Background: an optimization exercise with open tools, aiming at small area and a short achievable clock period. Do not read the settings as production practice. No functional check of the RTL was part of any run shown here. Power is estimated from default activity; no workload was simulated.

==> flow/design.v, too long to show whole: its modules and the start of the top module <==
// module Decoder_UNIT: 12 lines
// module ARITHMETIC_UNIT: 55 lines
// module MULTREE: 847 lines
// module DIV16S: 71 lines
// module LOGIC_UNIT: 23 lines
// module CMP_UNIT: 23 lines
// module SHIFT_UNIT: 22 lines
// module ALU_TOP: 71 lines
module ALU_TOP # (
	parameter A_WIDTH_TOP = 16,
	parameter B_WIDTH_TOP = 16,
	parameter OUT_WIDTH_TOP = A_WIDTH_TOP + B_WIDTH_TOP)
(	input  wire signed [A_WIDTH_TOP-1 : 0]   A,
	input  wire signed [B_WIDTH_TOP-1 : 0]   B,
	input  wire                              clk, rst,
	input  wire        [3 : 0]               ALU_FUN,
	output wire        [OUT_WIDTH_TOP-1 : 0] ARITHMETIC_OUT,
	output wire        [OUT_WIDTH_TOP-1 : 0] Logic_OUT,
	output wire        [OUT_WIDTH_TOP-1 : 0] CMP_OUT,
	output wire        [OUT_WIDTH_TOP-1 : 0] SHIFT_OUT,
	output wire                              Carry_OUT,
	output wire                              ARITHMETIC_Flag,
	output wire                              Logic_Flag,
	output wire                              CMP_Flag,
	output wire                              SHIFT_Flag
);
  // ...
==> flow/run.sh <==
#!/bin/bash
# synth_recipe.tcl (not shown) runs the flow's synth.tcl, then flattens the netlist and writes it again
# the make line also repeats each setting of config.mk as NAME=value (left out here)
make -C /OpenROAD-flow-scripts/flow DESIGN_CONFIG=/design/flow/config.mk WORK_HOME=/design/flow/orfs CLKGATE_MAP_FILE= SYNTH_SCRIPT=/design/flow/synth_recipe.tcl finish
==> flow/config.mk <==
export PLATFORM = sky130hd
export DESIGN_NAME = ALU_TOP
export DESIGN_NICKNAME = ALU_TOP
export VERILOG_FILES = /design/flow/design.v
export SDC_FILE = /design/flow/constraint.sdc
export NUM_CORES = 4
export LEC_CHECK = 0
export ABC_AREA = 1
export CAP_MARGIN = 50
export CORE_MARGIN = 2
export CORE_UTILIZATION = 50
export SLEW_MARGIN = 70
==> flow/constraint.sdc <==
create_clock -name core_clock -period 84.0 [get_ports {clk}]
set_input_delay 16.8000 -clock core_clock [delete_from_list [all_inputs] [get_ports {clk}]]
set_output_delay 16.8000 -clock core_clock [all_outputs]
set_load 0.01 [all_outputs]
==> flow_metrics.py, run 1 <==
metrics = {
    "yosys": {
        "async_reset_ff_frac": 1.000,
        "synth_compound_gate_area_share": 0.2063,
        "syn_avg_cell_area_sq_um": 7.059,
        "syn_area_sq_um": 21210,
        "synth_warnings": 5,
        "yosysMostFrequentCell": "nand2_1",
        "ys_seq_elements": 73,
        "synth.area.mux_share": 0.002005,
    },
    "pwr": {
        "top_power_group": "combinational cells",
        "p_int_uw": 288.1,
        "p_comb_frac": 0.867,
    },
    "floorplanning": {
        "rows": 75,
        "start_util": 0.5057,
    },
    "detailed_routing": {
        "wl_um": 81540,
        "postRouteAntennaNets": 0,
        "firstDrtPassIters": 6,
        "vias": 21620,
        "drc_errors": 0,
    },
    "cells_and_area": {
        "final_area_sq_um": 23770,
        "syn_to_final_growth_pct": 12.04,
        "biggestCellCategory": "multi-input gates",
        "comb.multi_input.count": 2385,
    },
    "setup_path": {
        "cp.depth": 120,
        "crit_path_start_kind": "input port",
        "crit_type": "in2reg",
        "crit_end": "ARITH_U.ARITHMETIC_OUT[16]",
    },
    "placement": {
        "dp_cells": 3597,
        "pre_cts_ws_ps": 47170,
    },
    "status": {
        "status": "complete, no violations",
    },
    "cts": {
        "htree_levels": 3,
        "clock_sinks": 73,
    },
    "min_path": {
        "min_path_type": "in2async",
    },
    "sta": {
        "fin_crit_sh": 0.4346,
    },
}
==> module ARITHMETIC_UNIT, before the edit <==
module ARITHMETIC_UNIT (
	input  wire signed [15:0] A_ARITHMETIC,
	input  wire signed [15:0] B_ARITHMETIC,
	input  wire               clk, rst,
	input  wire        [3:0]  ALU_FUN,
	input  wire               ARITHMETIC_Enable,
	output wire               CMP_EQ,    
	output wire               CMP_LT,    
	output reg                ALU_Carry,
	output reg         [31:0] ARITHMETIC_OUT,
	output reg                ARITHMETIC_Flag
);
	wire [15:0] A = A_ARITHMETIC;
	wire [15:0] B = B_ARITHMETIC;
	wire [31:0] mu, mv;
	MULTREE MUL_U (.a(A), .b(B), .u(mu), .v(mv));
	wire        mulmode = ~ALU_FUN[3] & ALU_FUN[1];
	wire        sub     = ALU_FUN[0] | ALU_FUN[3];
	wire [15:0] bx      = B ^ {16{sub}};
	wire [31:0] x = mulmode ? mu : {mu[31:17], A[15],  A};
	wire [31:0] y = mulmode ? mv : {mv[31:17], bx[15], bx};
	wire [32:0] c;
	wire [31:0] s;
	assign c[0] = ~mulmode & sub;
	genvar i;
	generate
		for (i = 0; i < 32; i = i + 1) begin : rca
			assign s[i]   = x[i] ^ y[i] ^ c[i];
			assign c[i+1] = (x[i] & y[i]) | (x[i] & c[i]) | (y[i] & c[i]);
		end
	endgenerate
	assign CMP_LT = ~c[16];
	assign CMP_EQ = (s[15:0] == 16'd0);
	wire [31:0] quot;
	DIV16S DIV_U (.a(A), .b(B), .y(quot));
	reg [31:0] res;
	always @(*) begin
		case (ALU_FUN[1:0])
			2'b00, 2'b01: res = {{15{s[16]}}, s[16:0]};
			2'b10:        res = s;
			default:      res = quot;
		endcase
	end
	always @(posedge clk or negedge rst) begin
		if (!rst) begin
			ARITHMETIC_OUT  <= 0;
			ARITHMETIC_Flag <= 0;
			ALU_Carry       <= 0;
		end else begin
			ARITHMETIC_OUT  <= ARITHMETIC_Enable ? res : 32'd0;
			ARITHMETIC_Flag <= ARITHMETIC_Enable;
			ALU_Carry       <= ARITHMETIC_Enable & ~ALU_FUN[1] & s[16];
		end
	end
endmodule
==> module DIV16S, before the edit <==
module DIV16S (
	input  wire [15:0] a,
	input  wire [15:0] b,
	output wire [31:0] y
);
	wire        nA = a[15];
	wire        nB = b[15];
	wire [15:0] N  = nA ? (~a + 16'd1) : a;
	wire [17:0] B1 = {{2{b[15]}}, b};
	wire [17:0] B2 = {b[15], b, 1'b0};
	wire [17:0] B3 = B1 + B2;
	wire [17:0] X1 = B1 ^ {18{~nB}};
	wire [17:0] X2 = B2 ^ {18{~nB}};
	wire [17:0] X3 = B3 ^ {18{~nB}};
	wire        cin = ~nB;
	wire        bz = (b == 16'd0);
	wire [15:0] q;
	wire [7:0]  g1s;
	wire [15:0] rem [0:8];
	assign rem[8] = 16'd0;
	genvar j;
	generate
		for (j = 7; j >= 0; j = j - 1) begin : st
			localparam integer W = 16 - 2*j;
			wire [W-1:0] rin;
			if (W == 2) begin : r2
				assign rin = N[2*j+1:2*j];
			end else begin : rn
				assign rin = {rem[j+1][W-3:0], N[2*j+1:2*j]};
			end
			wire f1, f2, f3;
			if (W >= 16) begin : fa1 assign f1 = 1'b1; end
			else begin : fb1 assign f1 = nB ? ((&b[15:W]) & (|b[W-1:0])) : ~(|b[15:W]); end
			assign f2 = nB ? ((&b[15:W-1]) & (|b[W-2:0])) : ~(|b[15:W-1]);
			localparam integer K3 = ((1 << W) - 1) / 3;
			assign f3 = nB ? ($signed(b) >= -K3) : (b <= K3);
			wire [W:0] s1 = {1'b0, rin} + {1'b0, X1[W-1:0]} + cin;
			wire [W:0] s2 = {1'b0, rin} + {1'b0, X2[W-1:0]} + cin;
			wire [W:0] s3 = {1'b0, rin} + {1'b0, X3[W-1:0]} + cin;
			wire g1 = f1 & s1[W];
			wire g2 = f2 & s2[W];
			wire g3 = f3 & s3[W];
			assign g1s[j] = g1;
			assign q[2*j+1] = g2;
			assign q[2*j]   = g3 | (g1 & ~g2);
			wire [W-1:0] rout = g3 ? s3[W-1:0] : g2 ? s2[W-1:0] : g1 ? s1[W-1:0] : rin;
			if (W < 16) begin : pad
				assign rem[j] = {{(16-W){1'b0}}, rout};
			end else begin : nopad
				assign rem[j] = rout;
			end
		end
	endgenerate
	wire        g1last = g1s[0];
	wire        neg = (nA ^ nB) & ~bz;
	wire [15:0] qlo;
	assign qlo[0] = q[0];
	assign qlo[1] = q[1] ^ (neg & q[0]);
	genvar i;
	generate
		for (i = 2; i < 16; i = i + 1) begin : ng
			if (i == 2) begin : n2
				assign qlo[i] = q[i] ^ (neg & g1last);
			end else begin : nn
				assign qlo[i] = q[i] ^ (neg & ((|q[i-1:2]) | g1last));
			end
		end
	endgenerate
	wire        qhi = bz | (neg & ((|q[15:2]) | g1last));
	assign y = {{16{qhi}}, qlo};
endmodule
==> run 2: changes to the inputs <==
--- a/flow/design.v
+++ b/flow/design.v
@@ -24,32 +24,21 @@
 );
 	wire [15:0] A = A_ARITHMETIC;
 	wire [15:0] B = B_ARITHMETIC;
-	wire [31:0] mu, mv;
-	MULTREE MUL_U (.a(A), .b(B), .u(mu), .v(mv));
-	wire        mulmode = ~ALU_FUN[3] & ALU_FUN[1];
-	wire        sub     = ALU_FUN[0] | ALU_FUN[3];
-	wire [15:0] bx      = B ^ {16{sub}};
-	wire [31:0] x = mulmode ? mu : {mu[31:17], A[15],  A};
-	wire [31:0] y = mulmode ? mv : {mv[31:17], bx[15], bx};
-	wire [32:0] c;
-	wire [31:0] s;
-	assign c[0] = ~mulmode & sub;
-	genvar i;
-	generate
-		for (i = 0; i < 32; i = i + 1) begin : rca
-			assign s[i]   = x[i] ^ y[i] ^ c[i];
-			assign c[i+1] = (x[i] & y[i]) | (x[i] & c[i]) | (y[i] & c[i]);
-		end
-	endgenerate
-	assign CMP_LT = ~c[16];
-	assign CMP_EQ = (s[15:0] == 16'd0);
+	wire        sub = ALU_FUN[0] | ALU_FUN[3];
+	wire [15:0] bx  = B ^ {16{sub}};
+	wire [16:0] s16 = {1'b0, A} + {1'b0, bx} + {16'd0, sub};
+	wire        sum16 = A[15] ^ bx[15] ^ s16[16];
+	assign CMP_LT = ~s16[16];
+	assign CMP_EQ = (s16[15:0] == 16'd0);
+	wire [31:0] addsub = {{15{sum16}}, sum16, s16[15:0]};
+	wire [31:0] prod; MUL16S MUL_U (.a(A), .b(B), .p(prod));
 	wire [31:0] quot;
 	DIV16S DIV_U (.a(A), .b(B), .y(quot));
 	reg [31:0] res;
 	always @(*) begin
 		case (ALU_FUN[1:0])
-			2'b00, 2'b01: res = {{15{s[16]}}, s[16:0]};
-			2'b10:        res = s;
+			2'b00, 2'b01: res = addsub;
+			2'b10:        res = prod;
 			default:      res = quot;
 		endcase
 	end
@@ -61,15 +50,14 @@
 		end else begin
 			ARITHMETIC_OUT  <= ARITHMETIC_Enable ? res : 32'd0;
 			ARITHMETIC_Flag <= ARITHMETIC_Enable;
-			ALU_Carry       <= ARITHMETIC_Enable & ~ALU_FUN[1] & s[16];
+			ALU_Carry       <= ARITHMETIC_Enable & ~ALU_FUN[1] & sum16;
 		end
 	end
 endmodule
-module MULTREE (
+module MUL16S (
 	input  wire [15:0] a,
 	input  wire [15:0] b,
-	output wire [31:0] u,
-	output wire [31:0] v
+	output wire [31:0] p
 );
 	wire one1;
 	wire two2;
@@ -459,6 +447,70 @@
 	wire s386;
 	wire c387;
 	wire s388;
+	wire s389;
+	wire c390;
+	wire s391;
+	wire c392;
+	wire s393;
+	wire c394;
+	wire s395;
+	wire c396;
+	wire s397;
+	wire c398;
+	wire s399;
+	wire c400;
+	wire s401;
+	wire c402;
+	wire s403;
+	wire c404;
+	wire s405;
+	wire c406;
+	wire s407;
+	wire c408;
+	wire s409;
+	wire c410;
+	wire s411;
+	wire c412;
+	wire s413;
+	wire c414;
+	wire s415;
+	wire c416;
+	wire s417;
+	wire c418;
+	wire s419;
+	wire c420;
+	wire s421;
+	wire c422;
+	wire s423;
+	wire c424;
+	wire s425;
+	wire c426;
+	wire s427;
+	wire c428;
+	wire s429;
+	wire c430;
+	wire s431;
+	wire c432;
+	wire s433;
+	wire c434;
+	wire s435;
+	wire c436;
+	wire s437;
+	wire c438;
+	wire s439;
+	wire c440;
+	wire s441;
+	wire c442;
+	wire s443;
+	wire c444;
+	wire s445;
+	wire c446;
+	wire s447;
+	wire c448;
+	wire s449;
+	wire c450;
+	wire s451;
+	wire c452;
 	assign one1 = b[0] ^ 1'b0;
 	assign two2 = (b[1] & ~b[0] & ~1'b0) | (~b[1] & b[0] & 1'b0);
 	assign neg3 = b[1];
@@ -847,140 +899,413 @@
 	assign s386 = pp165 ^ ns147 ^ pp164;
 	assign c387 = (pp165 & ns147) | (pp165 & pp164) | (ns147 & pp164);
 	assign s388 = ~pp166;
-	assign u[0] = pp4;
-	assign v[0] = neg3;
-	assign u[1] = pp5;
-	assign v[1] = 1'b0;
-	assign u[2] = s334;
-	assign v[2] = pp6;
-	assign u[3] = c335;
-	assign v[3] = s336;
-	assign u[4] = c337;
-	assign v[4] = s338;
-	assign u[5] = c339;
-	assign v[5] = s340;
-	assign u[6] = c341;
-	assign v[6] = s342;
-	assign u[7] = c343;
-	assign v[7] = s344;
-	assign u[8] = c345;
-	assign v[8] = s346;
-	assign u[9] = c347;
-	assign v[9] = s348;
-	assign u[10] = c349;
-	assign v[10] = s350;
-	assign u[11] = c351;
-	assign v[11] = s352;
-	assign u[12] = c353;
-	assign v[12] = s354;
-	assign u[13] = c355;
-	assign v[13] = s356;
-	assign u[14] = c357;
-	assign v[14] = s358;
-	assign u[15] = c359;
-	assign v[15] = s360;
-	assign u[16] = c361;
-	assign v[16] = s362;
-	assign u[17] = c363;
-	assign v[17] = s364;
-	assign u[18] = c365;
-	assign v[18] = s366;
-	assign u[19] = c367;
-	assign v[19] = s368;
-	assign u[20] = c369;
-	assign v[20] = s370;
-	assign u[21] = c371;
-	assign v[21] = s372;
-	assign u[22] = c373;
-	assign v[22] = s374;
-	assign u[23] = c375;
-	assign v[23] = s376;
-	assign u[24] = c377;
-	assign v[24] = s378;
-	assign u[25] = c379;
-	assign v[25] = s380;
-	assign u[26] = c381;
-	assign v[26] = s382;
-	assign u[27] = c383;
-	assign v[27] = s384;
-	assign u[28] = c385;
-	assign v[28] = s386;
-	assign u[29] = c387;
-	assign v[29] = s388;
-	assign u[30] = pp166;
-	assign v[30] = ns168;
-	assign u[31] = 1'b1;
-	assign v[31] = 1'b0;
+	assign s389 = pp4 ^ neg3;
+	assign c390 = pp4 & neg3;
+	assign p[0] = s389;
+	assign s391 = pp5 ^ c390;
+	assign c392 = pp5 & c390;
+	assign p[1] = s391;
+	assign s393 = s334 ^ pp6 ^ c392;
+	assign c394 = (s334 & pp6) | (s334 & c392) | (pp6 & c392);
+	assign p[2] = s393;
+	assign s395 = c335 ^ s336 ^ c394;
+	assign c396 = (c335 & s336) | (c335 & c394) | (s336 & c394);
+	assign p[3] = s395;
+	assign s397 = c337 ^ s338 ^ c396;
+	assign c398 = (c337 & s338) | (c337 & c396) | (s338 & c396);
+	assign p[4] = s397;
+	assign s399 = c339 ^ s340 ^ c398;
+	assign c400 = (c339 & s340) | (c339 & c398) | (s340 & c398);
+	assign p[5] = s399;
+	assign s401 = c341 ^ s342 ^ c400;
+	assign c402 = (c341 & s342) | (c341 & c400) | (s342 & c400);
+	assign p[6] = s401;
+	assign s403 = c343 ^ s344 ^ c402;
+	assign c404 = (c343 & s344) | (c343 & c402) | (s344 & c402);
+	assign p[7] = s403;
+	assign s405 = c345 ^ s346 ^ c404;
+	assign c406 = (c345 & s346) | (c345 & c404) | (s346 & c404);
+	assign p[8] = s405;
+	assign s407 = c347 ^ s348 ^ c406;
+	assign c408 = (c347 & s348) | (c347 & c406) | (s348 & c406);
+	assign p[9] = s407;
+	assign s409 = c349 ^ s350 ^ c408;
+	assign c410 = (c349 & s350) | (c349 & c408) | (s350 & c408);
+	assign p[10] = s409;
+	assign s411 = c351 ^ s352 ^ c410;
+	assign c412 = (c351 & s352) | (c351 & c410) | (s352 & c410);
+	assign p[11] = s411;
+	assign s413 = c353 ^ s354 ^ c412;
+	assign c414 = (c353 & s354) | (c353 & c412) | (s354 & c412);
+	assign p[12] = s413;
+	assign s415 = c355 ^ s356 ^ c414;
+	assign c416 = (c355 & s356) | (c355 & c414) | (s356 & c414);
+	assign p[13] = s415;
+	assign s417 = c357 ^ s358 ^ c416;
+	assign c418 = (c357 & s358) | (c357 & c416) | (s358 & c416);
+	assign p[14] = s417;
+	assign s419 = c359 ^ s360 ^ c418;
+	assign c420 = (c359 & s360) | (c359 & c418) | (s360 & c418);
+	assign p[15] = s419;
+	assign s421 = c361 ^ s362 ^ c420;
+	assign c422 = (c361 & s362) | (c361 & c420) | (s362 & c420);
+	assign p[16] = s421;
+	assign s423 = c363 ^ s364 ^ c422;
+	assign c424 = (c363 & s364) | (c363 & c422) | (s364 & c422);
+	assign p[17] = s423;
+	assign s425 = c365 ^ s366 ^ c424;
+	assign c426 = (c365 & s366) | (c365 & c424) | (s366 & c424);
+	assign p[18] = s425;
+	assign s427 = c367 ^ s368 ^ c426;
+	assign c428 = (c367 & s368) | (c367 & c426) | (s368 & c426);
+	assign p[19] = s427;
+	assign s429 = c369 ^ s370 ^ c428;
+	assign c430 = (c369 & s370) | (c369 & c428) | (s370 & c428);
+	assign p[20] = s429;
+	assign s431 = c371 ^ s372 ^ c430;
+	assign c432 = (c371 & s372) | (c371 & c430) | (s372 & c430);
+	assign p[21] = s431;
+	assign s433 = c373 ^ s374 ^ c432;
+	assign c434 = (c373 & s374) | (c373 & c432) | (s374 & c432);
+	assign p[22] = s433;
+	assign s435 = c375 ^ s376 ^ c434;
+	assign c436 = (c375 & s376) | (c375 & c434) | (s376 & c434);
+	assign p[23] = s435;
+	assign s437 = c377 ^ s378 ^ c436;
+	assign c438 = (c377 & s378) | (c377 & c436) | (s378 & c436);
+	assign p[24] = s437;
+	assign s439 = c379 ^ s380 ^ c438;
+	assign c440 = (c379 & s380) | (c379 & c438) | (s380 & c438);
+	assign p[25] = s439;
+	assign s441 = c381 ^ s382 ^ c440;
+	assign c442 = (c381 & s382) | (c381 & c440) | (s382 & c440);
+	assign p[26] = s441;
+	assign s443 = c383 ^ s384 ^ c442;
+	assign c444 = (c383 & s384) | (c383 & c442) | (s384 & c442);
+	assign p[27] = s443;
+	assign s445 = c385 ^ s386 ^ c444;
+	assign c446 = (c385 & s386) | (c385 & c444) | (s386 & c444);
+	assign p[28] = s445;
+	assign s447 = c387 ^ s388 ^ c446;
+	assign c448 = (c387 & s388) | (c387 & c446) | (s388 & c446);
+	assign p[29] = s447;
+	assign s449 = pp166 ^ ns168 ^ c448;
+	assign c450 = (pp166 & ns168) | (pp166 & c448) | (ns168 & c448);
+	assign p[30] = s449;
+	assign s451 = 1'b1 ^ c450;
+	assign c452 = 1'b1 & c450;
+	assign p[31] = s451;
 endmodule
 module DIV16S (
 	input  wire [15:0] a,
 	input  wire [15:0] b,
 	output wire [31:0] y
 );
-	wire        nA = a[15];
-	wire        nB = b[15];
-	wire [15:0] N  = nA ? (~a + 16'd1) : a;
-	wire [17:0] B1 = {{2{b[15]}}, b};
-	wire [17:0] B2 = {b[15], b, 1'b0};
-	wire [17:0] B3 = B1 + B2;
-	wire [17:0] X1 = B1 ^ {18{~nB}};
-	wire [17:0] X2 = B2 ^ {18{~nB}};
-	wire [17:0] X3 = B3 ^ {18{~nB}};
-	wire        cin = ~nB;
-	wire        bz = (b == 16'd0);
+	wire nA;
+	wire nB;
+	wire [15:0] N;
+	wire [16:0] D1;
+	wire [17:0] D2;
+	wire [17:0] D3;
+	wire bz;
 	wire [15:0] q;
-	wire [7:0]  g1s;
-	wire [15:0] rem [0:8];
-	assign rem[8] = 16'd0;
-	genvar j;
-	generate
-		for (j = 7; j >= 0; j = j - 1) begin : st
-			localparam integer W = 16 - 2*j;
-			wire [W-1:0] rin;
-			if (W == 2) begin : r2
-				assign rin = N[2*j+1:2*j];
-			end else begin : rn
-				assign rin = {rem[j+1][W-3:0], N[2*j+1:2*j]};
-			end
-			wire f1, f2, f3;
-			if (W >= 16) begin : fa1 assign f1 = 1'b1; end
-			else begin : fb1 assign f1 = nB ? ((&b[15:W]) & (|b[W-1:0])) : ~(|b[15:W]); end
-			assign f2 = nB ? ((&b[15:W-1]) & (|b[W-2:0])) : ~(|b[15:W-1]);
-			localparam integer K3 = ((1 << W) - 1) / 3;
-			assign f3 = nB ? ($signed(b) >= -K3) : (b <= K3);
-			wire [W:0] s1 = {1'b0, rin} + {1'b0, X1[W-1:0]} + cin;
-			wire [W:0] s2 = {1'b0, rin} + {1'b0, X2[W-1:0]} + cin;
-			wire [W:0] s3 = {1'b0, rin} + {1'b0, X3[W-1:0]} + cin;
-			wire g1 = f1 & s1[W];
-			wire g2 = f2 & s2[W];
-			wire g3 = f3 & s3[W];
-			assign g1s[j] = g1;
-			assign q[2*j+1] = g2;
-			assign q[2*j]   = g3 | (g1 & ~g2);
-			wire [W-1:0] rout = g3 ? s3[W-1:0] : g2 ? s2[W-1:0] : g1 ? s1[W-1:0] : rin;
-			if (W < 16) begin : pad
-				assign rem[j] = {{(16-W){1'b0}}, rout};
-			end else begin : nopad
-				assign rem[j] = rout;
-			end
-		end
-	endgenerate
-	wire        g1last = g1s[0];
-	wire        neg = (nA ^ nB) & ~bz;
+	wire [1:0] r7;
+	wire [1:0] s7m1_x;
+	wire s7m1_f;
+	wire [2:0] s7m1_sum;
+	wire s7m1_ge;
+	wire [1:0] s7m2_x;
+	wire s7m2_f;
+	wire [2:0] s7m2_sum;
+	wire s7m2_ge;
+	wire [1:0] s7m3_x;
+	wire s7m3_f;
+	wire [2:0] s7m3_sum;
+	wire s7m3_ge;
+	wire [1:0] rem7;
+	wire [3:0] r6;
+	wire [3:0] s6m1_x;
+	wire s6m1_f;
+	wire [4:0] s6m1_sum;
+	wire s6m1_ge;
+	wire [3:0] s6m2_x;
+	wire s6m2_f;
+	wire [4:0] s6m2_sum;
+	wire s6m2_ge;
+	wire [3:0] s6m3_x;
+	wire s6m3_f;
+	wire [4:0] s6m3_sum;
+	wire s6m3_ge;
+	wire [3:0] rem6;
+	wire [5:0] r5;
+	wire [5:0] s5m1_x;
+	wire s5m1_f;
+	wire [6:0] s5m1_sum;
+	wire s5m1_ge;
+	wire [5:0] s5m2_x;
+	wire s5m2_f;
+	wire [6:0] s5m2_sum;
+	wire s5m2_ge;
+	wire [5:0] s5m3_x;
+	wire s5m3_f;
+	wire [6:0] s5m3_sum;
+	wire s5m3_ge;
+	wire [5:0] rem5;
+	wire [7:0] r4;
+	wire [7:0] s4m1_x;
+	wire s4m1_f;
+	wire [8:0] s4m1_sum;
+	wire s4m1_ge;
+	wire [7:0] s4m2_x;
+	wire s4m2_f;
+	wire [8:0] s4m2_sum;
+	wire s4m2_ge;
+	wire [7:0] s4m3_x;
+	wire s4m3_f;
+	wire [8:0] s4m3_sum;
+	wire s4m3_ge;
+	wire [7:0] rem4;
+	wire [9:0] r3;
+	wire [9:0] s3m1_x;
+	wire s3m1_f;
+	wire [10:0] s3m1_sum;
+	wire s3m1_ge;
+	wire [9:0] s3m2_x;
+	wire s3m2_f;
+	wire [10:0] s3m2_sum;
+	wire s3m2_ge;
+	wire [9:0] s3m3_x;
+	wire s3m3_f;
+	wire [10:0] s3m3_sum;
+	wire s3m3_ge;
+	wire [9:0] rem3;
+	wire [11:0] r2;
+	wire [11:0] s2m1_x;
+	wire s2m1_f;
+	wire [12:0] s2m1_sum;
+	wire s2m1_ge;
+	wire [11:0] s2m2_x;
+	wire s2m2_f;
+	wire [12:0] s2m2_sum;
+	wire s2m2_ge;
+	wire [11:0] s2m3_x;
+	wire s2m3_f;
+	wire [12:0] s2m3_sum;
+	wire s2m3_ge;
+	wire [11:0] rem2;
+	wire [13:0] r1;
+	wire [13:0] s1m1_x;
+	wire s1m1_f;
+	wire [14:0] s1m1_sum;
+	wire s1m1_ge;
+	wire [13:0] s1m2_x;
+	wire s1m2_f;
+	wire [14:0] s1m2_sum;
+	wire s1m2_ge;
+	wire [13:0] s1m3_x;
+	wire s1m3_f;
+	wire [14:0] s1m3_sum;
+	wire s1m3_ge;
+	wire [13:0] rem1;
+	wire [15:0] r0;
+	wire [15:0] s0m1_x;
+	wire s0m1_f;
+	wire [16:0] s0m1_sum;
+	wire s0m1_ge;
+	wire [15:0] s0m2_x;
+	wire s0m2_f;
+	wire [16:0] s0m2_sum;
+	wire s0m2_ge;
+	wire [15:0] s0m3_x;
+	wire s0m3_f;
+	wire [16:0] s0m3_sum;
+	wire s0m3_ge;
+	wire neg;
 	wire [15:0] qlo;
+	wire qhi;
+	assign nA = a[15];
+	assign nB = b[15];
+	assign N[0] = a[0];
+	assign D1[0] = b[0];
+	assign N[1] = a[1] ^ (nA & (|a[0:0]));
+	assign D1[1] = b[1] ^ (nB & (|b[0:0]));
+	assign N[2] = a[2] ^ (nA & (|a[1:0]));
+	assign D1[2] = b[2] ^ (nB & (|b[1:0]));
+	assign N[3] = a[3] ^ (nA & (|a[2:0]));
+	assign D1[3] = b[3] ^ (nB & (|b[2:0]));
+	assign N[4] = a[4] ^ (nA & (|a[3:0]));
+	assign D1[4] = b[4] ^ (nB & (|b[3:0]));
+	assign N[5] = a[5] ^ (nA & (|a[4:0]));
+	assign D1[5] = b[5] ^ (nB & (|b[4:0]));
+	assign N[6] = a[6] ^ (nA & (|a[5:0]));
+	assign D1[6] = b[6] ^ (nB & (|b[5:0]));
+	assign N[7] = a[7] ^ (nA & (|a[6:0]));
+	assign D1[7] = b[7] ^ (nB & (|b[6:0]));
+	assign N[8] = a[8] ^ (nA & (|a[7:0]));
+	assign D1[8] = b[8] ^ (nB & (|b[7:0]));
+	assign N[9] = a[9] ^ (nA & (|a[8:0]));
+	assign D1[9] = b[9] ^ (nB & (|b[8:0]));
+	assign N[10] = a[10] ^ (nA & (|a[9:0]));
+	assign D1[10] = b[10] ^ (nB & (|b[9:0]));
+	assign N[11] = a[11] ^ (nA & (|a[10:0]));
+	assign D1[11] = b[11] ^ (nB & (|b[10:0]));
+	assign N[12] = a[12] ^ (nA & (|a[11:0]));
+	assign D1[12] = b[12] ^ (nB & (|b[11:0]));
+	assign N[13] = a[13] ^ (nA & (|a[12:0]));
+	assign D1[13] = b[13] ^ (nB & (|b[12:0]));
+	assign N[14] = a[14] ^ (nA & (|a[13:0]));
+	assign D1[14] = b[14] ^ (nB & (|b[13:0]));
+	assign N[15] = a[15] ^ (nA & (|a[14:0]));
+	assign D1[15] = b[15] ^ (nB & (|b[14:0]));
+	assign D1[16] = 1'b0;
+	assign D2 = {D1, 1'b0};
+	assign D3 = {1'b0, D1} + {D1, 1'b0};
+	assign bz = ~(|b);
+	assign r7 = N[15:14];
+	assign s7m1_x = ~D1[1:0];
+	assign s7m1_f = nB ? (b >= 16'd65533) : (b <= 16'd3);
+	assign s7m1_sum = {1'b0, r7} + {1'b0, s7m1_x} + 1'b1;
+	assign s7m1_ge = s7m1_f & s7m1_sum[2];
+	assign s7m2_x = ~D2[1:0];
+	assign s7m2_f = nB ? (b >= 16'd65535) : (b <= 16'd1);
+	assign s7m2_sum = {1'b0, r7} + {1'b0, s7m2_x} + 1'b1;
+	assign s7m2_ge = s7m2_f & s7m2_sum[2];
+	assign s7m3_x = ~D3[1:0];
+	assign s7m3_f = nB ? (b >= 16'd65535) : (b <= 16'd1);
+	assign s7m3_sum = {1'b0, r7} + {1'b0, s7m3_x} + 1'b1;
+	assign s7m3_ge = s7m3_f & s7m3_sum[2];
+	assign q[15] = s7m2_ge;
+	assign q[14] = s7m3_ge | (s7m1_ge & ~s7m2_ge);
+	assign rem7 = s7m3_ge ? s7m3_sum[1:0] : s7m2_ge ? s7m2_sum[1:0] : s7m1_ge ? s7m1_sum[1:0] : r7;
+	assign r6 = {rem7[1:0], N[13:12]};
+	assign s6m1_x = ~D1[3:0];
+	assign s6m1_f = nB ? (b >= 16'd65521) : (b <= 16'd15);
+	assign s6m1_sum = {1'b0, r6} + {1'b0, s6m1_x} + 1'b1;
+	assign s6m1_ge = s6m1_f & s6m1_sum[4];
+	assign s6m2_x = ~D2[3:0];
+	assign s6m2_f = nB ? (b >= 16'd65529) : (b <= 16'd7);
+	assign s6m2_sum = {1'b0, r6} + {1'b0, s6m2_x} + 1'b1;
+	assign s6m2_ge = s6m2_f & s6m2_sum[4];
+	assign s6m3_x = ~D3[3:0];
+	assign s6m3_f = nB ? (b >= 16'd65531) : (b <= 16'd5);
+	assign s6m3_sum = {1'b0, r6} + {1'b0, s6m3_x} + 1'b1;
+	assign s6m3_ge = s6m3_f & s6m3_sum[4];
+	assign q[13] = s6m2_ge;
+	assign q[12] = s6m3_ge | (s6m1_ge & ~s6m2_ge);
+	assign rem6 = s6m3_ge ? s6m3_sum[3:0] : s6m2_ge ? s6m2_sum[3:0] : s6m1_ge ? s6m1_sum[3:0] : r6;
+	assign r5 = {rem6[3:0], N[11:10]};
+	assign s5m1_x = ~D1[5:0];
+	assign s5m1_f = nB ? (b >= 16'd65473) : (b <= 16'd63);
+	assign s5m1_sum = {1'b0, r5} + {1'b0, s5m1_x} + 1'b1;
+	assign s5m1_ge = s5m1_f & s5m1_sum[6];
+	assign s5m2_x = ~D2[5:0];
+	assign s5m2_f = nB ? (b >= 16'd65505) : (b <= 16'd31);
+	assign s5m2_sum = {1'b0, r5} + {1'b0, s5m2_x} + 1'b1;
+	assign s5m2_ge = s5m2_f & s5m2_sum[6];
+	assign s5m3_x = ~D3[5:0];
+	assign s5m3_f = nB ? (b >= 16'd65515) : (b <= 16'd21);
+	assign s5m3_sum = {1'b0, r5} + {1'b0, s5m3_x} + 1'b1;
+	assign s5m3_ge = s5m3_f & s5m3_sum[6];
+	assign q[11] = s5m2_ge;
+	assign q[10] = s5m3_ge | (s5m1_ge & ~s5m2_ge);
+	assign rem5 = s5m3_ge ? s5m3_sum[5:0] : s5m2_ge ? s5m2_sum[5:0] : s5m1_ge ? s5m1_sum[5:0] : r5;
+	assign r4 = {rem5[5:0], N[9:8]};
+	assign s4m1_x = ~D1[7:0];
+	assign s4m1_f = nB ? (b >= 16'd65281) : (b <= 16'd255);
+	assign s4m1_sum = {1'b0, r4} + {1'b0, s4m1_x} + 1'b1;
+	assign s4m1_ge = s4m1_f & s4m1_sum[8];
+	assign s4m2_x = ~D2[7:0];
+	assign s4m2_f = nB ? (b >= 16'd65409) : (b <= 16'd127);
+	assign s4m2_sum = {1'b0, r4} + {1'b0, s4m2_x} + 1'b1;
+	assign s4m2_ge = s4m2_f & s4m2_sum[8];
+	assign s4m3_x = ~D3[7:0];
+	assign s4m3_f = nB ? (b >= 16'd65451) : (b <= 16'd85);
+	assign s4m3_sum = {1'b0, r4} + {1'b0, s4m3_x} + 1'b1;
+	assign s4m3_ge = s4m3_f & s4m3_sum[8];
+	assign q[9] = s4m2_ge;
+	assign q[8] = s4m3_ge | (s4m1_ge & ~s4m2_ge);
+	assign rem4 = s4m3_ge ? s4m3_sum[7:0] : s4m2_ge ? s4m2_sum[7:0] : s4m1_ge ? s4m1_sum[7:0] : r4;
+	assign r3 = {rem4[7:0], N[7:6]};
+	assign s3m1_x = ~D1[9:0];
+	assign s3m1_f = nB ? (b >= 16'd64513) : (b <= 16'd1023);
+	assign s3m1_sum = {1'b0, r3} + {1'b0, s3m1_x} + 1'b1;
+	assign s3m1_ge = s3m1_f & s3m1_sum[10];
+	assign s3m2_x = ~D2[9:0];
+	assign s3m2_f = nB ? (b >= 16'd65025) : (b <= 16'd511);
+	assign s3m2_sum = {1'b0, r3} + {1'b0, s3m2_x} + 1'b1;
+	assign s3m2_ge = s3m2_f & s3m2_sum[10];
+	assign s3m3_x = ~D3[9:0];
+	assign s3m3_f = nB ? (b >= 16'd65195) : (b <= 16'd341);
+	assign s3m3_sum = {1'b0, r3} + {1'b0, s3m3_x} + 1'b1;
+	assign s3m3_ge = s3m3_f & s3m3_sum[10];
+	assign q[7] = s3m2_ge;
+	assign q[6] = s3m3_ge | (s3m1_ge & ~s3m2_ge);
+	assign rem3 = s3m3_ge ? s3m3_sum[9:0] : s3m2_ge ? s3m2_sum[9:0] : s3m1_ge ? s3m1_sum[9:0] : r3;
+	assign r2 = {rem3[9:0], N[5:4]};
+	assign s2m1_x = ~D1[11:0];
+	assign s2m1_f = nB ? (b >= 16'd61441) : (b <= 16'd4095);
+	assign s2m1_sum = {1'b0, r2} + {1'b0, s2m1_x} + 1'b1;
+	assign s2m1_ge = s2m1_f & s2m1_sum[12];
+	assign s2m2_x = ~D2[11:0];
+	assign s2m2_f = nB ? (b >= 16'd63489) : (b <= 16'd2047);
+	assign s2m2_sum = {1'b0, r2} + {1'b0, s2m2_x} + 1'b1;
+	assign s2m2_ge = s2m2_f & s2m2_sum[12];
+	assign s2m3_x = ~D3[11:0];
+	assign s2m3_f = nB ? (b >= 16'd64171) : (b <= 16'd1365);
+	assign s2m3_sum = {1'b0, r2} + {1'b0, s2m3_x} + 1'b1;
+	assign s2m3_ge = s2m3_f & s2m3_sum[12];
+	assign q[5] = s2m2_ge;
+	assign q[4] = s2m3_ge | (s2m1_ge & ~s2m2_ge);
+	assign rem2 = s2m3_ge ? s2m3_sum[11:0] : s2m2_ge ? s2m2_sum[11:0] : s2m1_ge ? s2m1_sum[11:0] : r2;
+	assign r1 = {rem2[11:0], N[3:2]};
+	assign s1m1_x = ~D1[13:0];
+	assign s1m1_f = nB ? (b >= 16'd49153) : (b <= 16'd16383);
+	assign s1m1_sum = {1'b0, r1} + {1'b0, s1m1_x} + 1'b1;
+	assign s1m1_ge = s1m1_f & s1m1_sum[14];
+	assign s1m2_x = ~D2[13:0];
+	assign s1m2_f = nB ? (b >= 16'd57345) : (b <= 16'd8191);
+	assign s1m2_sum = {1'b0, r1} + {1'b0, s1m2_x} + 1'b1;
+	assign s1m2_ge = s1m2_f & s1m2_sum[14];
+	assign s1m3_x = ~D3[13:0];
+	assign s1m3_f = nB ? (b >= 16'd60075) : (b <= 16'd5461);
+	assign s1m3_sum = {1'b0, r1} + {1'b0, s1m3_x} + 1'b1;
+	assign s1m3_ge = s1m3_f & s1m3_sum[14];
+	assign q[3] = s1m2_ge;
+	assign q[2] = s1m3_ge | (s1m1_ge & ~s1m2_ge);
+	assign rem1 = s1m3_ge ? s1m3_sum[13:0] : s1m2_ge ? s1m2_sum[13:0] : s1m1_ge ? s1m1_sum[13:0] : r1;
+	assign r0 = {rem1[13:0], N[1:0]};
+	assign s0m1_x = ~D1[15:0];
+	assign s0m1_f = nB ? (b >= 16'd1) : (b <= 16'd65535);
+	assign s0m1_sum = {1'b0, r0} + {1'b0, s0m1_x} + 1'b1;
+	assign s0m1_ge = s0m1_f & s0m1_sum[16];
+	assign s0m2_x = ~D2[15:0];
+	assign s0m2_f = nB ? (b >= 16'd32769) : (b <= 16'd32767);
+	assign s0m2_sum = {1'b0, r0} + {1'b0, s0m2_x} + 1'b1;
+	assign s0m2_ge = s0m2_f & s0m2_sum[16];
+	assign s0m3_x = ~D3[15:0];
+	assign s0m3_f = nB ? (b >= 16'd43691) : (b <= 16'd21845);
+	assign s0m3_sum = {1'b0, r0} + {1'b0, s0m3_x} + 1'b1;
+	assign s0m3_ge = s0m3_f & s0m3_sum[16];
+	assign q[1] = s0m2_ge;
+	assign q[0] = s0m3_ge | (s0m1_ge & ~s0m2_ge);
+	assign neg = (nA ^ nB) & ~bz;
 	assign qlo[0] = q[0];
-	assign qlo[1] = q[1] ^ (neg & q[0]);
-	genvar i;
-	generate
-		for (i = 2; i < 16; i = i + 1) begin : ng
-			if (i == 2) begin : n2
-				assign qlo[i] = q[i] ^ (neg & g1last);
-			end else begin : nn
-				assign qlo[i] = q[i] ^ (neg & ((|q[i-1:2]) | g1last));
-			end
-		end
-	endgenerate
-	wire        qhi = bz | (neg & ((|q[15:2]) | g1last));
+	assign qlo[1] = q[1] ^ (neg & (|q[0:0]));
+	assign qlo[2] = q[2] ^ (neg & (s0m1_ge));
+	assign qlo[3] = q[3] ^ (neg & ((|q[2:2]) | s0m1_ge));
+	assign qlo[4] = q[4] ^ (neg & ((|q[3:2]) | s0m1_ge));
+	assign qlo[5] = q[5] ^ (neg & ((|q[4:2]) | s0m1_ge));
+	assign qlo[6] = q[6] ^ (neg & ((|q[5:2]) | s0m1_ge));
+	assign qlo[7] = q[7] ^ (neg & ((|q[6:2]) | s0m1_ge));
+	assign qlo[8] = q[8] ^ (neg & ((|q[7:2]) | s0m1_ge));
+	assign qlo[9] = q[9] ^ (neg & ((|q[8:2]) | s0m1_ge));
+	assign qlo[10] = q[10] ^ (neg & ((|q[9:2]) | s0m1_ge));
+	assign qlo[11] = q[11] ^ (neg & ((|q[10:2]) | s0m1_ge));
+	assign qlo[12] = q[12] ^ (neg & ((|q[11:2]) | s0m1_ge));
+	assign qlo[13] = q[13] ^ (neg & ((|q[12:2]) | s0m1_ge));
+	assign qlo[14] = q[14] ^ (neg & ((|q[13:2]) | s0m1_ge));
+	assign qlo[15] = q[15] ^ (neg & ((|q[14:2]) | s0m1_ge));
+	assign qhi = bz | (neg & (|q));
 	assign y = {{16{qhi}}, qlo};
 endmodule
 module LOGIC_UNIT (
--- a/flow/config.mk
+++ b/flow/config.mk
@@ -5,7 +5,6 @@
 export SDC_FILE = /design/flow/constraint.sdc
 export NUM_CORES = 4
 export LEC_CHECK = 0
-export ABC_AREA = 1
 export CAP_MARGIN = 50
 export CORE_MARGIN = 2
 export CORE_UTILIZATION = 50
==> flow_metrics.py, run 2 <==
metrics = {
    "cells_and_area": {
        "register_area_sq_um": 1828,
        "final_cell_mix": "292 x nand2_1, 286 x nor2_1, 278 x a21oi_1",
        "syn_to_final_growth_pct": 12.03,
        "layout-drive-gt1-share": 0.1028,
        "layout_commonest_cell": "nand2_1",
        "largest-register": "ARITH_U.ARITHMETIC_OUT",
        "largest_reg_flops": 32,
        "top_regs": "ARITH_U.ARITHMETIC_OUT: 32 flops, SHIFT_U.r: 17 flops, LOG_U.lo: 16 flops",
        "fillers": 4533,
        "nets": 3736,
        "multi_input_area_sq_um": 21140,
    },
    "cts": {
        "post_cts_buffers": 0,
        "htree_levels": 3,
        "numCtsBuffers": 9,
        "cts_resized": 0,
        "clock_path_buffers": 2,
        "ctsHoldBuffers": 0,
        "clk_pin_slew_ps": 60,
        "clock_sinks": 73,
        "tritoncts": "built",
        "clock-root-buffer": "clkbuf_16",
    },
    "sta": {
        "rsz0062_at_grt": "false",
        "fin_crit_sh": 0.4535,
        "fmaxAchievable_ghz": 0.02625,
        "min_period_ps": 38100,
        "setup_viol": 0,
        "final_hold_viol_count": 0,
        "final-max-slew-violation-count": 0,
        "fin_tns_setup_ps": 0,
        "timing.hold.ws_ps": 16320,
    },
    "yosys": {
        "synth_warnings": 4,
        "synth.area.mux_share": 0.02221,
        "yosysUniqueCellTypes": 91,
        "syn_area_sq_um": 24170,
        "synth_compound_gate_area_share": 0.2881,
        "yosysSeqAreaShare": 0.07559,
        "synth_edf_count": 0,
        "synth_cells": 3348,
        "synth.top_cell.area_share": 0.1294,
        "synth_top_family_by_area": "compound AO/OA/AOI/OAI gates",
        "syn_avg_cell_area_sq_um": 7.219,
        "synth_top_area_cell": "ha_1",
        "synth_flop_cell": "dfrtp_1",
        "async_reset_ff_frac": 1.000,
        "synth_xor_area_frac": 0.06958,
        "ys_top_cells_by_area": "ha_1 13%, fa_1 11%, dfrtp_1 7.6%, a21oi_1 6.1%, o21ai_0 5.8%",
        "synth_common_cells": "297 x nand2_1, 295 x nor2_1, 294 x a21oi_1",
        "yosysMostFrequentCell": "nand2_1",
        "ys_seq_elements": 73,
        "synth-simple-area-share": 0.1826,
        "synth_fa_ha_area_frac": 0.2673,
    },
    "setup_path": {
        "path_common_cell": "ha_1",
        "worstPathMaxFanout": 37,
        "end_kind": "register",
        "critPathRequiredTime_ps": 84230,
        "crit_arrival_ps": 38330,
        "slowest_stage": "or4b_4",
        "cp-startpoint": "A[5]",
        "crit_type": "in2reg",
        "slowest_delay_ps": 570,
        "crit_path_start_kind": "input port",
    },
    "floorplanning": {
        "io_pins": 171,
        "core_area_sq_um": 47750,
        "rows": 80,
        "dieArea_sq_um": 50110,
        "die_x_um": 223.9,
        "start_util": 0.5062,
        "fp.dieH_um": 223.9,
    },
    "placement": {
        "portBuffers": 125,
        "gp_congestion": 0.9870,
        "dp_hpwl_um": 72720,
    },
    "detailed_routing": {
        "vias_per_cell": 6.513,
        "drc_errors": 0,
        "vias": 25640,
        "postRouteAntennaNets": 0,
        "wl_um": 95830,
        "post_drt_wl_per_cell_um": 24.34,
        "drt_iter0_drc": 2626,
        "firstDrtPassIters": 9,
    },
    "global_route": {
        "grt_use_total": 0.3739,
        "antenna_found_initial": 6,
        "grt_pass1_wl_um": 145000,
        "grt-ovfl-total": 0,
        "grt_pass1_vias": 24170,
        "grt_max_degree": 77,
    },
    "pwr": {
        "p_leak_nw": 11.71,
        "p_per_area_nw_per_um2": 26.15,
        "peakVddDrop_mv": 0.01412,
    },
    "job": {
        "cap_violations": 0,
    },
    "status": {
        "status": "complete, no violations",
    },
    "min_path": {
        "min_path_type": "in2async",
    },
}
[run 2: changes by cell type after synthesis, moves of 71 or more]
cell / change
clkbuf_1: +82
o22ai_1: -81
inv_1: -145
nand2_1: -184
nor2_1: +111
nor2b_1: +71
o21ai_0: +99
xor2_1: -175
[run 2: cell families (layout without fill, tap and decap cells)]
kind of cell,after synthesis,after routing
compound gates,1099,1099
flops,73,73
simple gates,950,950
xor+xnor,192,192
mux,42,42
other cells,1,50
buf+inv,543,468
fa+ha+maj,448,448
[run 2: layout make-up]
type / count / area share
multi-input combinational: 2776 / 0.7810
timing repair buffer: 219 / 0.07875
sequential: 73 / 0.06752
inverter: 234 / 0.03300
tap: 615 / 0.02842
clock buffer: 11 / 0.008965
clock inverter: 4 / 0.001941
antenna: 5 / 0.0004621
[run 2: where the power goes]
group	internal [mW]	switching (mW)	leakage, nW
Combinational	0.250	0.378	10.6
Sequential	0.0397	0.00155	0.981
Clock	0.0237	0.0149	0.146
Total	0.313	0.395	11.7
[run 2: final timing paths]
| check | end | slack, ps | cells past startpoint |
|---|---|---|---|
| setup / recovery | ARITH_U.ARITHMETIC_OUT[30] | 45900 | 80 |
| hold / removal | ARITH_U.ARITHMETIC_OUT[23] | 16320 | 1 |
| max in group asynchronous | LOG_U.hi | 67170 | 2 |
| min in group core_clock | LOG_U.lo[9] | 17060 | 4 |
[run 2: critical path, delay by kind of cell]
kind / cells / cell delay [ps]
AOI/OAI and AO/OA: 36 / 8710
adders and majority gates: 9 / 2760
and+or+nand+nor: 21 / 6150
buffers and inverters: 8 / 1590
xor gates and xnor gates: 1 / 330
muxes: 5 / 1900
[run 2: routing by layer]
| metal | track usage | up-vias | share of wire |
|---|---|---|---|
| met5 | 0 | - | 0.00048 |
| met4 | 0.2015 | 8 | 0.060 |
| met3 | 0.07083 | 294 | 0.095 |
| met2 | 0.6114 | 1370 | 0.45 |
| met1 | 0.4671 | 12240 | 0.39 |
| li1 | - | 11730 | - |
[run 2: per-stage QoR]
step	cells	cell area (sq um)	setup slack [ps]	utilization	power, mW
after floorplan	3392	24330	47740	-	0.4384
after global placement	3886	25320	43360	0.5302	0.6194
after CTS	3923	26630	46020	0.5578	0.6899
final	3937	27070	45900	0.5671	0.7080
after global routing	3932	27060	44560	0.5668	0.7700
after detailed placement	3908	26340	45810	0.5516	0.6478

what the ideal ports hide:
Ports are ideal in the flow. The routed layouts listed here were re-timed in OpenROAD.
Step 1 (the two cells are an assumption about what drives the block):
set clk [get_ports {clk}]
set_driving_cell -lib_cell sky130_fd_sc_hd__clkbuf_16 $clk
set_driving_cell -lib_cell sky130_fd_sc_hd__buf_2 [delete_from_list [all_inputs] $clk]
Step 2 moves the port delays by t, midway between the first and last clock arrival at a register: inputs arrive t later, outputs are due t later. That takes back most of the time a late clock gives input paths.
a / b / c = ideal / step 1 / step 2; a / b = the first two.
run | t, ns | slack for setup (ns) | worst setup path after step 2 | worst register clock-pin slew, ns | worst slew at a driven data input, ns
run 1 | 0.406 | 47.495 / 47.514 / 47.108 | input to register | 0.09 / 0.09 | 0.06
run 2 | 0.383 | 45.902 / 45.920 / 45.537 | input to register | 0.06 / 0.06 | 0.09
After both steps every run listed still meets setup and hold. For run 1, which loses most, drivers alone change the setup slack by +0.019 ns; drivers and shift together by -0.387 ns.
